Source: an optimization exercise on an open RTL-to-GDS flow (aim: small area). Production flows keep margins and buffers that such runs may drop.
Only simulation tests tie the RTL to the original design; equivalence was not proved.
Power and IR drop assume default switching activity.

$ cat design/flow/design.v
module top_czcjj(
	input sys_clk,
	input reset_n,
	input   [2:0]    key,
	output [3:0] seg_sel,
	output [7:0] seg_led
);
reg [2:0] r_ff;                  
reg [2:0] k0_ff, k1_ff, k2_ff;   
reg k0_q, k1_q, k2_q;            
always @(posedge sys_clk) begin
	r_ff  <= {r_ff[1:0],  ~reset_n};
	k0_ff <= {k0_ff[1:0], ~key[0]};
	k1_ff <= {k1_ff[1:0], ~key[1]};
	k2_ff <= {k2_ff[1:0], ~key[2]};
end
wire rst  = &r_ff;
wire stop = &k0_ff;
wire addk = &k1_ff;
wire chd  = &k2_ff;
always @(posedge sys_clk) begin
	k0_q <= stop;
	k1_q <= addk;
	k2_q <= chd;
end
wire stop_ev = stop & ~k0_q;
wire add_ev  = k1_q & ~addk;
wire chd_ev  = chd & ~k2_q;
reg waiting;         
reg [1:0] mode;      
always @(posedge sys_clk) begin
	if (rst) waiting <= 1'b0;
	else if (stop_ev) waiting <= ~waiting;
end
always @(posedge sys_clk) begin
	if (rst) mode <= 2'd0;
	else if (chd_ev) mode <= mode[1] ? 2'd0 : mode + 2'd1;
end
reg [5:0] pre;        
wire tick = waiting & (&pre);
always @(posedge sys_clk) begin
	if (rst) pre <= 6'd14;
	else if (waiting) pre <= (&pre) ? 6'd14 : pre + 6'd1;
end
reg [2:0] s_t; reg [3:0] s_o;
reg [2:0] m_t; reg [3:0] m_o;
wire s_o9  = (s_o == 4'd9);
wire s_59  = s_o9 & (s_t == 3'd5);
wire m_o9  = (m_o == 4'd9);
wire m_59  = m_o9 & (m_t == 3'd5);
wire m_ev  = tick & s_59;
always @(posedge sys_clk) begin
	if (rst) begin
		s_o <= 4'd0; s_t <= 3'd0;
	end else if (tick) begin
		s_o <= s_o9 ? 4'd0 : s_o + 4'd1;
		if (s_o9) s_t <= (s_t == 3'd5) ? 3'd0 : s_t + 3'd1;
	end
end
always @(posedge sys_clk) begin
	if (rst) begin
		m_o <= 4'd0; m_t <= 3'd0;
	end else if (m_ev) begin
		m_o <= m_o9 ? 4'd0 : m_o + 4'd1;
		if (m_o9) m_t <= (m_t == 3'd5) ? 3'd0 : m_t + 3'd1;
	end
end
reg [15:0] km;
wire k_ev = ~waiting & add_ev;
wire [3:0] c9;
assign c9[0] = (km[3:0] == 4'd9);
assign c9[1] = c9[0] & (km[7:4] == 4'd9);
assign c9[2] = c9[1] & (km[11:8] == 4'd9);
assign c9[3] = c9[2] & (km[15:12] == 4'd9);
always @(posedge sys_clk) begin
	if (rst) km <= 16'd0;
	else if (k_ev) begin
		km[3:0]   <= c9[0] ? 4'd0 : km[3:0] + 4'd1;
		if (c9[0]) km[7:4]   <= c9[1] ? 4'd0 : km[7:4] + 4'd1;
		if (c9[1]) km[11:8]  <= c9[2] ? 4'd0 : km[11:8] + 4'd1;
		if (c9[2]) km[15:12] <= c9[3] ? 4'd0 : km[15:12] + 4'd1;
	end
end
reg kd1, kd2, md1, md2;
always @(posedge sys_clk) begin
	kd1 <= k_ev & ~rst;
	kd2 <= kd1 & ~rst;
	md1 <= m_ev & ~rst;
	md2 <= md1 & ~rst;
end
wire km_hi0   = (km[15:8] == 8'd0);
wire k_mul5   = (km[3:0] == 4'd0) | (km[3:0] == 4'd5);
wire k_zero   = km_hi0 & (km[7:0] == 8'd0);
wire k_five   = km_hi0 & (km[7:0] == 8'h05);
wire k_ten    = km_hi0 & ((km[7:4] == 4'd1) | (km[7:4] == 4'd2) | (km[7:0] == 8'h30));
wire m_zero   = (m_t == 3'd0) & (m_o == 4'd0);
wire [3:0] m_sum = {1'b0, m_t} + m_o;    
wire m_mul3   = (m_sum == 4'd0) | (m_sum == 4'd3) | (m_sum == 4'd6) | (m_sum == 4'd9) | (m_sum == 4'd12);
reg [15:0] delta;
always @(*) begin
	delta = 16'h0000;
	if (kd2) begin
		if (k_zero)                 delta = 16'h5999;
		else if (k_mul5 & ~k_five)  delta = k_ten ? 16'h0010 : 16'h0007;
	end else if (md2) begin
		if (m_zero)      delta = 16'h9867;
		else if (m_mul3) delta = 16'h0007;
	end
end
reg [15:0] fare;
reg [15:0] fare_n;
reg [4:0] dsum;
reg cy;
integer i;
always @(*) begin
	cy = 1'b0;
	for (i = 0; i < 4; i = i + 1) begin
		dsum = fare[4*i +: 4] + delta[4*i +: 4] + cy;
		if (dsum > 5'd9) begin
			fare_n[4*i +: 4] = dsum - 5'd10;
			cy = 1'b1;
		end else begin
			fare_n[4*i +: 4] = dsum[3:0];
			cy = 1'b0;
		end
	end
end
always @(posedge sys_clk) begin
	if (rst) fare <= 16'h0030;
	else fare <= fare_n;
end
reg [3:0] q;           
wire dri_en = &q;
always @(posedge sys_clk) begin
	if (rst) q <= 4'd6;
	else q <= dri_en ? 4'd6 : q + 4'd1;
end
reg [3:0] v;           
reg b;                 
always @(posedge sys_clk) begin
	if (rst) begin
		v <= 4'd0; b <= 1'b1;
	end else if (dri_en) begin
		v <= v + 4'd1;
		if (v[0]) b <= 1'b0;
	end
end
wire [3:0] vm1 = v - 4'd1;
wire [1:0] cs  = b ? 2'd0 : vm1[3:2];
reg [3:0] dig;
always @(*) begin
	case (mode)
		2'd0: case (v[3:2])
			2'd0: dig = km[3:0];
			2'd1: dig = km[7:4];
			2'd2: dig = km[11:8];
			default: dig = km[15:12];
		endcase
		2'd1: case (v[3:2])
			2'd0: dig = s_o;
			2'd1: dig = {1'b0, s_t};
			2'd2: dig = m_o;
			default: dig = {1'b0, m_t};
		endcase
		default: case (v[3:2])
			2'd0: dig = fare[3:0];
			2'd1: dig = fare[7:4];
			2'd2: dig = fare[11:8];
			default: dig = fare[15:12];
		endcase
	endcase
end
wire pt = (mode == 2'd1) ? (cs == 2'd2) : (cs == 2'd1);
reg [3:0] s0, nd, od;
reg pd, odp;
always @(posedge sys_clk) begin
	if (rst) begin
		s0 <= 4'd0; nd <= 4'd0; pd <= 1'b1; od <= 4'd15; odp <= 1'b1;
	end else if (dri_en) begin
		s0 <= dig;
		nd <= s0;
		pd <= ~pt;
		od <= nd;
		odp <= pd;
	end
end
wire [3:0] vm2 = v - 4'd2;
wire [1:0] ss = vm2[3:2];
assign seg_sel = b ? (v[0] ? 4'b1110 : 4'b1111) : ~(4'b0001 << ss);
wire [6:0] seg7 =
	(od == 4'd0) ? 7'b1000000 :
	(od == 4'd1) ? 7'b1111001 :
	(od == 4'd2) ? 7'b0100100 :
	(od == 4'd3) ? 7'b0110000 :
	(od == 4'd4) ? 7'b0011001 :
	(od == 4'd5) ? 7'b0010010 :
	(od == 4'd6) ? 7'b0000010 :
	(od == 4'd7) ? 7'b1111000 :
	(od == 4'd8) ? 7'b0000000 :
	(od == 4'd9) ? 7'b0010000 : 7'b1111111;
assign seg_led = {odp, seg7};
endmodule
$ cat design/flow/flow/run.sh
#!/bin/bash
# Own layout flow: the standard flow (standard.sh) with an area-oriented synthesis
# (own_synth.tcl) and plain buf_1 cells as the port buffers.
set -euo pipefail
W=$(pwd)
F=$W/flow
export OWN_ABC_SCRIPT=$F/abc_area_min.script
bash "$W/standard.sh" "SYNTH_SCRIPT=$F/own_synth.tcl" "ADDER_MAP_FILE=" \
  "BUFFER_PORTS_ARGS=-buffer_cell sky130_fd_sc_hd__buf_1" finish > "$W/own_flow_make.log" 2>&1
$ cat design/flow/flow/abc_area_min.script
strash
&get -n
&fraig -x
&put
dc2
strash
&get -n
&dch -f
&nf -R 1000 -a
&put
$ cat design/flow/flow/own_synth.tcl
# Standard synthesis (synth_recipe.tcl) with two changes for area: full/half adder
# extraction is skipped, and ABC maps with an area-only script (no buffering or upsizing).
proc synth {args} { yosys synth -nofsm -noshare {*}$args }
proc extract_fa {args} { puts "own flow: extract_fa skipped" }
proc abc {args} {
  set out {}
  set skip 0
  foreach a $args {
    if { $skip } { set skip 0; continue }
    if { $a eq "-script" || $a eq "-constr" || $a eq "-D" } { set skip 1; continue }
    lappend out $a
  }
  puts "own flow: abc -script $::env(OWN_ABC_SCRIPT) $out"
  yosys abc -script $::env(OWN_ABC_SCRIPT) {*}$out
}
source $::env(SCRIPTS_DIR)/synth.tcl
# left out here: clear keep_hierarchy, flatten, clean up, hide names made inside functions, write 1_2_yosys.v
$ cat design/flow/standard.sh
#!/bin/bash
# synth_recipe.tcl (not shown) runs the flow's synth.tcl, then flattens the netlist and writes it again
# the make line also repeats each setting of config.mk as NAME=value (left out here)
make -C /OpenROAD-flow-scripts/flow DESIGN_CONFIG=/design/flow/config.mk WORK_HOME=/design/flow/orfs CLKGATE_MAP_FILE= SYNTH_SCRIPT=/design/flow/synth_recipe.tcl "${@:-finish}"
$ cat design/flow/config.mk
export PLATFORM = sky130hd
export DESIGN_NAME = top_czcjj
export DESIGN_NICKNAME = top_czcjj
export VERILOG_FILES = /design/flow/design.v
export SDC_FILE = /design/flow/constraint.sdc
export NUM_CORES = 4
export LEC_CHECK = 0
export CAP_MARGIN = 20
export CORE_MARGIN = 2
export CORE_UTILIZATION = 40
export PLACE_DENSITY = 0.6
export SLEW_MARGIN = 20
$ cat design/flow/constraint.sdc
create_clock -name core_clock -period 14.0 [get_ports {sys_clk}]
set_input_delay 2.8000 -clock core_clock [delete_from_list [all_inputs] [get_ports {sys_clk}]]
set_output_delay 2.8000 -clock core_clock [all_outputs]
set_load 0.01 [all_outputs]
==> metrics.md, run 1 <==
| Metric | Value |
|---|---|
| Sequential-to-total area share from yosys stat | `44.6%` |
| Layout area overhead | `9.87%` |
| Clock root cell | `clkbuf_8` |
| Reg2reg setup slack | `6.51 ns` |
| IO Pins | `17` |
| Number of global-route vias before repair | `3412` |
| Synth Register Bits | `97` |
| CTS Buf Count | `9` |
| Multi-input gate area | `0.00236 mm2` |
| Setup CP Type | `flip-flop to flip-flop` |
| Worst Skew | `0.00508 ns` |
| First-pass GRT wire length | `16.0 mm` |
| Final setup vio count | `0` |
| Slew Limit Fails | `0` |
| Clock Path Buffers | `2` |
| Total of max-cap violations | `0` |
| Port bufs | `16` |
| Tmin final | `7.49 ns` |
| Critical path required time | `14.26 ns` |
| Most common cell in the netlist | `dfxtp_1` |
| Mux cell area share after synthesis | `0%` |
| PwrDens | `168 mW/mm2` |
| Largest net degree at the start of global routing | `42` |
| Fin crit share | `53.5%` |
| Peak VDD IR | `0.0723 mV` |
| Worst path max stage delay | `0.49 ns` |
| Initial Util | `40.5%` |
| Fmax achieved | `134 MHz` |
| Pleak | `1.81 nW` |
| Met1 Wirelength | `4.55 mm` |
| Fillers | `1095` |
| N_diodes | `0` |
| Dominant synthesized flop cell | `dfxtp_1` |
| Ys async rst share | `0%` |
| Post-CTS setup buffer count | `0` |
| Fraction of the mapped netlist area in simple logic gates | `23.4%` |
| Synth top area cells | `dfxtp_1 45%, a21oi_1 6.6%, o21ai_0 5.5%` |
| Die area | `0.0117 mm2` |
| Synth Area in Compound Gates | `21.0%` |
| Synth Instances | `521` |
| Metal2 WL | `4.53 mm` |
| Clock Pin Slew Worst Setup and Hold Paths | `0.09 ns` |
| Initial DRC count | `203` |
| Worst-case reg-to-reg path depth | `38` |
| Routed wl met3 | `333 um` |
| Routed WL per cell | `13.7 um` |
| Commonest cells in the synthesized netlist | `97 x dfxtp_1, 59 x nand2_1, 57 x a21oi_1` |
| DRT Pass-1 Iters | `5` |
| Routability cong. | `0.770` |
| Synthesized Nets | `526` |
| Post-synthesis adder-cell area fraction | `0.921%` |
| Final WL | `9.55 mm` |
| Initial antenna violation count | `0` |
| XOR/XNOR share of the synthesized area | `8.86%` |
| Headroom to the max-slew limit | `47.7%` |
| Largest family of logic cells by synthesized area | `simple AND/OR/NAND/NOR gates` |
| Cell Rows | `38` |
| CP startpoint | `m_o[0]$_SDFFE_PP0P_` |
| Core footprint | `0.0107 mm2` |
| Yosys cell types | `39` |
| Post-synth EDFFs | `0` |
| Drt drc | `0` |
| Cell Area, Synth | `0.00435 mm2` |
| Critical Path Source Type | `flip-flop` |
| Post-Syn Area per Cell | `8.35 um2` |
| Via density | `5.42` |
| Arrival @ worst endpoint | `7.74 ns` |
| Clock sinks | `97` |
| HPWL after detailed placement | `6.79 mm` |
| Share of cells above drive strength 1 | `3.42%` |
| All-Layer GR Usage | `17.3%` |
| Post-synth top area cell | `dfxtp_1` |
| Register Area | `0.00194 mm2` |
| Slew @ Worst Pin | `0.781 ns` |
| Routed Antenna Nets | `0` |
| Worst-Skew Late Latency | `0.36 ns` |
| CP max-delay cell | `dfxtp_1` |
| Reg-to-Reg Start | `m_o[0]$_SDFFE_PP0P_` |
| Core Util, Final | `44.5%` |
| Status | `timing/DRC/antenna clean` |
| GR Overflow Total | `0` |
| PostCTS Resize Cnt | `0` |
| TritonCTS clock tree | `built` |
| Vias after detailed routing | `3770` |
| Reg-to-reg endpoint | `fare[14]$_SDFF_PP0_` |
| CTS HTree Levels | `3` |
| Hold crit path type | `flip-flop to flip-flop` |
| Top cell by count, worst path | `o21ai_0` |
| Yosys Warn Count | `1` |
| Hold buffers post-CTS | `0` |
| DIE HEIGHT | `108 um` |
| Setup TNS | `0 ns` |
| CP Capture Type | `flip-flop` |
| Critical Path End | `fare[14]$_SDFF_PP0_` |
| RSZ-0062 raised after global routing | `false` |
| Nets | `555` |
| Crit Path Max Fanout | `9` |
| Final Hold Fails | `0` |
| Synth top area share | `44.6%` |
| Top sig layer | `met4` |
| Die W | `108 um` |
kinds of logic (layout without fill, tap and decap cells):
family	Yosys count	in the layout
compound gates	153	153
simple gates	211	211
buf+inv	12	46
xor+xnor	44	44
fa+ha+maj	4	4
flops	97	97
sequential cells by signal, indices dropped and copies added (netlist names), 4 cells and up:
signal,flops
m_o,4
km,16
q,4
nd,4
s_o,4
pre,6
od,4
s0,4
v,4
fare,16
metrics by stage:
stage          hold WS (ns)  setup slack, ns  total power, mW  instance area, um2  std cells
2_1_floorplan         0.323             7.42            0.577                4350        521
3_3_place_gp          0.329             7.01            0.628                4600        679
3_5_place_dp          0.332             6.59            0.639                4600        679
4_1_cts               0.353             6.54            0.807                4780        695
5_1_grt               0.366             5.79            0.863                4780        695
6_report              0.347             6.51            0.801                4780        695
worst max-delay path: cells and delay by family (launching register included):
kind | cells | cell delay [ns]
AOI/OAI and AO/OA | 13 | 2.70
xor gates and xnor gates | 7 | 1.28
adders and majority gates | 2 | 0.66
DFF | 1 | 0.49
and+or+nand+nor | 16 | 2.23
cell type report:
| class | instances | area share (%) |
|---|---|---|
| inverters | 11 | 0.864 |
| multi-input cells | 412 | 49.4 |
| repair buffers | 19 | 1.73 |
| clock inverters | 6 | 0.864 |
| well taps | 140 | 3.67 |
| flip-flops and latches | 97 | 40.6 |
| clock buffers | 10 | 2.88 |
worst min-delay path by stage:
| stage | depth (start not counted) | from | to |
|---|---|---|---|
| after global routing | 0 | k0_ff[0]$_DFF_P_ | k0_ff[1]$_DFF_P_ |
| after floorplan | 0 | k0_ff[1]$_DFF_P_ | k0_ff[2]$_DFF_P_ |
| after global placement | 0 | k0_ff[1]$_DFF_P_ | k0_ff[2]$_DFF_P_ |
| final | 0 | k2_ff[0]$_DFF_P_ | k2_ff[1]$_DFF_P_ |
| after detailed placement | 0 | k1_ff[1]$_DFF_P_ | k1_ff[2]$_DFF_P_ |
| after CTS | 0 | k1_ff[1]$_DFF_P_ | k1_ff[2]$_DFF_P_ |
where the power goes:
group	switching, mW	internal (mW)	leakage (nW)
clock network	0.0969	0.0698	0.0964
registers	0.0614	0.337	0.799
logic	0.132	0.103	0.917
routing by layer:
layer,vias up,GRT usage (%)
met1,1765,21.8
met3,14,4.22
met2,60,29.1
met5,-,0
met4,0,6.14
li1,1931,-
cells in the final DEF, fill, tap and decap left out, types with 6 or more instances in the layout:
master    instances
xnor2_1          25
nand2b_1          7
nor2b_1           9
xor2_1           19
buf_1            16
nand3_1          12
nor3_1           24
nand2_1          59
a31oi_1           6
dfxtp_1          97
clkinv_1         11
a22oi_1          12
and2_0           11
o21ai_0          48
nor2_1           53
and3_1           12
or2_0             6
a22o_1            6
a21oi_1          57
clkbuf_8         10
==> inputs of run 2 (changes only) <==
==> design/flow/run.sh (new file) <==
#!/bin/bash
# synth_recipe.tcl (not shown) runs the flow's synth.tcl, then flattens the netlist and writes it again
# the make line also repeats each setting of config.mk as NAME=value (left out here)
make -C /OpenROAD-flow-scripts/flow DESIGN_CONFIG=/design/flow/config.mk WORK_HOME=/design/flow/orfs CLKGATE_MAP_FILE= SYNTH_SCRIPT=/design/flow/synth_recipe.tcl finish
removed: design/flow/flow/run.sh
removed: design/flow/flow/abc_area_min.script
removed: design/flow/flow/own_synth.tcl
removed: design/flow/standard.sh
==> run 2 against run 1 <==
  * Still clean
  * Total power rose by 26%
  * Hold slack gained 0.0019 ns
  * Cell count is 14% higher
  * Via count rose by 10%
  * Global-route usage decreased by 1.5 points
  * Sequential power increased by 2%
  * Non-clock buffer count shrank 3
  * Clock-buffer cell count rose by 1
  * Largest cell class unchanged
==> metrics.md, run 2 <==
| Metric | Value |
|---|---|
| Via density | `5.28 (-2.7%)` |
| Clock root cell | `clkbuf_16` |
| Synth top area share | `36.1% (-8.6 points)` |
| Crit Path Max Fanout | `5 (-4)` |
| Ys async rst share | `0% (unchanged)` |
| CTS Buf Count | `9 (unchanged)` |
| Status | `timing/DRC/antenna clean` |
| Vias after detailed routing | `4163 (+10%)` |
| Synth Instances | `607 (+17%)` |
| IO Pins | `17 (unchanged)` |
| Cell Rows | `42 (+11%)` |
| Die area | `0.0144 mm2 (+23%)` |
| Pleak | `2.47 nW (+37%)` |
| Post-CTS setup buffer count | `0 (unchanged)` |
| Synthesized Nets | `657 (+25%)` |
| Layout area overhead | `10.6%` |
| Worst path max stage delay | `0.64 ns (+0.15 ns)` |
| DIE HEIGHT | `120 um (+11%)` |
| CP max-delay cell | `nor4b_1` |
| Final instance area | `0.00596 mm2 (+25%)` |
| Final setup vio count | `0 (unchanged)` |
| Setup slack at placement | `4.93 ns (-1.66 ns)` |
| Synth Register Bits | `97 (unchanged)` |
| Routability cong. | `0.833 (+8.2%)` |
| Final Hold Fails | `0 (unchanged)` |
| Clock sinks | `97 (unchanged)` |
| Min Hold Slack | `0.349 ns (+0.00193 ns)` |
| Hold path start | `k0_ff[1]$_DFF_P_` |
| CP Capture Type | `flip-flop` |
| CTS HTree Levels | `3 (unchanged)` |
| Drt drc | `0 (unchanged)` |
| Post-synth EDFFs | `0 (unchanged)` |
| Post-synth top area cell | `dfxtp_1` |
| Number of global-route vias before repair | `3962 (+16%)` |
| Commonest cells in the synthesized netlist | `97 x dfxtp_1, 58 x nand2_1, 52 x nor2_1` |
| Top sig layer | `met4` |
| N_diodes | `0 (unchanged)` |
| Most frequent cells in the layout | `96 x dfxtp_1, 58 x nand2_1, 52 x nor2_1, 44 x a21oi_1, 39 x ha_1` |
| Initial Util | `40.8% (+0.36 points)` |
| WHS Path Cells | `0 (unchanged)` |
| Peak VDD IR | `0.0593 mV (-18%)` |
| Worst Skew | `0.00746 ns (+0.00238 ns)` |
| TritonCTS clock tree | `built` |
| All-Layer GR Usage | `15.8% (-1.5 points)` |
| Total of max-cap violations | `0 (unchanged)` |
| GR Overflow Total | `0 (unchanged)` |
| Placed cells | `774 (+14%)` |
| Reg-to-reg endpoint | `fare[14]$_SDFF_PP0_` |
| Sequential share of power | `40.4% (-9.4 points)` |
| Hold buffers post-CTS | `0 (unchanged)` |
| Reg2reg setup slack | `4.87 ns (-1.64 ns)` |
| Critical Path Source Type | `flip-flop` |
| Initial antenna violation count | `0 (unchanged)` |
| Placed inst area | `0.00566 mm2 (+23%)` |
| Arrival @ worst endpoint | `9.39 ns (+1.65 ns)` |
| Switching portion of total power | `34.5% (-1.7 points)` |
| Worst-Skew Late Latency | `0.35 ns (about the same)` |
| Top cell by count, worst path | `ha_1` |
| HPWL after detailed placement | `7.71 mm (+13%)` |
| Routed wl met3 | `447 um (+34%)` |
| Setup TNS | `0 ns (unchanged)` |
| DRT Pass-1 Iters | `4 (-1)` |
| Cell Area, Synth | `0.00539 mm2 (+24%)` |
| Switching power | `349 uW (+20%)` |
| RSZ-0062 raised after global routing | `false` |
| Met1 Wirelength | `5.08 mm (+12%)` |
| Clock Power Share | `23.7% (+2.9 points)` |
| Metal2 WL | `4.97 mm (+9.5%)` |
| Sequential-to-total area share from yosys stat | `36.1% (-8.6 points)` |
| Routed WL per cell | `13.5 um (-2.0%)` |
| PwrDens | `170 mW/mm2 (+1.2%)` |
| Commonest non-fill, non-tap cell in the layout | `dfxtp_1` |
| Slew Limit Fails | `0 (unchanged)` |
| Initial DRC count | `234 (+15%)` |
| Largest net degree at the start of global routing | `55 (+31%)` |
| Setup ws final | `4.87 ns (-1.64 ns)` |
| Most common cell in the netlist | `dfxtp_1` |
| Critical path required time | `14.26 ns (about the same)` |
| Non-filler cells, final | `789 (+14%)` |
| Fin crit share | `65.2% (+12 points)` |
| Clock Pin Slew Worst Setup and Hold Paths | `0.06 ns (-0.03 ns)` |
| Worst-case reg-to-reg path depth | `33 (-13%)` |
| Post-Syn Area per Cell | `8.87 um2 (+6.3%)` |
| Share of cells above drive strength 1 | `6.53% (+3.1 points)` |
| PostCTS Resize Cnt | `0 (unchanged)` |
| Slew @ Worst Pin | `0.858 ns (+0.0767 ns)` |
| Yosys cell types | `60 (+54%)` |
| Fmax achieved | `110 MHz (-18%)` |
| Routed Antenna Nets | `0 (unchanged)` |
| Core footprint | `0.0132 mm2 (+23%)` |
| Combinational share of power | `35.9% (+6.5 points)` |
| Worst hold endpoint | `k0_ff[2]$_DFF_P_` |
| First-pass GRT wire length | `18.3 mm (+14%)` |
| Setup CP Type | `flip-flop to flip-flop` |
| Final WL | `10.6 mm (+11%)` |
| Nets | `659 (+19%)` |
| Clock Path Buffers | `2 (unchanged)` |
| Reg-to-Reg Start | `m_t[0]$_SDFFE_PP0P_` |
| Synth top area cells | `dfxtp_1 36%, ha_1 9.1%, a21oi_1 4.1%` |
| Hold crit path type | `flip-flop to flip-flop` |
| Internal Power | `662 uW (+30%)` |
| Yosys Warn Count | `1 (unchanged)` |
| Largest regs | `fare (16), km (16), pre (6)` |
| Die W | `120 um (+11%)` |
| Tmin final | `9.13 ns (+1.64 ns)` |
| Dominant synthesized flop cell | `dfxtp_1` |
| Port bufs | `16 (unchanged)` |
| Headroom to the max-slew limit | `42.7% (-5.0 points)` |
## run 2: changes by cell type in the layout (fill, tap and decap cells not counted), sizes merged, moves of 7 or more
| cell | previous run | this run |
|---|---|---|
| ha | 0 | 39 |
| inv | 1 | 26 |
| buf | 19 | 0 |
| o21ai | 48 | 29 |
| clkdlybuf4s50 | 0 | 16 |
| clkinv | 16 | 0 |
| nand3 | 12 | 28 |
| mux2i | 0 | 15 |
| a21oi | 57 | 45 |
| nor3 | 24 | 14 |
| or3 | 0 | 8 |
| a21o | 0 | 7 |
| a22oi | 12 | 5 |
## run 2: worst max-delay path by stage
stage | from | to | slack (ns)
floorplan | m_t[0]$_SDFFE_PP0P_ | fare[14]$_SDFF_PP0_ | 5.90
global placement | m_t[0]$_SDFFE_PP0P_ | fare[14]$_SDFF_PP0_ | 5.51
detailed placement | m_t[0]$_SDFFE_PP0P_ | fare[14]$_SDFF_PP0_ | 4.93
CTS | m_t[0]$_SDFFE_PP0P_ | fare[14]$_SDFF_PP0_ | 4.86
global route | m_t[0]$_SDFFE_PP0P_ | fare[14]$_SDFF_PP0_ | 4.03
finish | m_t[0]$_SDFFE_PP0P_ | fare[14]$_SDFF_PP0_ | 4.87
## run 2: area by class of cell
| class | count | area (um2) |
|---|---|---|
| fill | 1281 | 7230 |
| multi-input combinational | 460 | 3260 |
| timing repair buffer | 16 | 160 |
| inverter | 25 | 93.8 |
| clock buffer | 11 | 233 |
| clock inverter | 4 | 53.8 |
| tap | 176 | 220 |
| sequential | 97 | 1940 |
## run 2: logic make-up after synthesis
| kind of cell | after synthesis | synth area share, % |
|---|---|---|
| fa+ha+maj | 45 | 11.3 |
| buf+inv | 50 | 3.69 |
| simple gates | 227 | 22.3 |
| mux | 26 | 6.13 |
| compound gates | 122 | 14.0 |
| flops | 97 | 36.1 |
| xor+xnor | 40 | 6.50 |
## run 2: power groups by stage
stage | Combinational [mW] | Sequential [mW] | Clock (mW)
after floorplan | 0.298 | 0.381 | 0
after global placement | 0.345 | 0.413 | 0
after detailed placement | 0.363 | 0.414 | 0
after CTS | 0.366 | 0.408 | 0.250
after global routing | 0.412 | 0.419 | 0.257
final | 0.363 | 0.408 | 0.240
## run 2: critical path, delay by kind of cell, from the launching register on
kind / cells / cell delay, ns
simple gates: 4 / 0.94
compound gates: 10 / 2.02
flops: 1 / 0.35
xor+xnor: 6 / 1.60
fa+ha+maj: 13 / 4.15
## run 2: per-layer routing
layer,vias up,global-route usage [%]
li1,2135,-
met1,1966,20.0
met2,53,26.1
met3,9,4.80
met4,0,4.78
met5,-,0
## run 2: metrics by stage
step / power [mW] / utilization [%]
6_report: 1.01 / 45.2
5_1_grt: 1.09 / 45.2
4_1_cts: 1.02 / 45.1
3_5_place_dp: 0.777 / 42.9
3_3_place_gp: 0.758 / 42.9
2_1_floorplan: 0.679 / -

-- separate check: timing with driven ports --
No port has a modelled driver above. Below, the same layouts with a new extraction and two added sets of constraints.
Step 1 sets driving cells, clkbuf_16 on the clock port and buf_2 on the other inputs (assumed; they add their load-dependent delay and slew).
Step 2, shift: input delay + t, output delay - t, t = (earliest + latest rising clock arrival at the registers) / 2. This alone moves slack from input paths to output paths.
a / b / c = ideal ports / drivers / drivers and shift; a / b = the first two.
run	t, ns	setup WS [ns]	worst setup path at the end	worst register clock-pin slew, ns
run 1	0.393	6.511 / 6.511 / 6.511	register to register	0.09 / 0.09
run 2	0.384	4.868 / 4.868 / 4.868	register to register	0.07 / 0.07
After both steps every run listed still meets setup and hold.
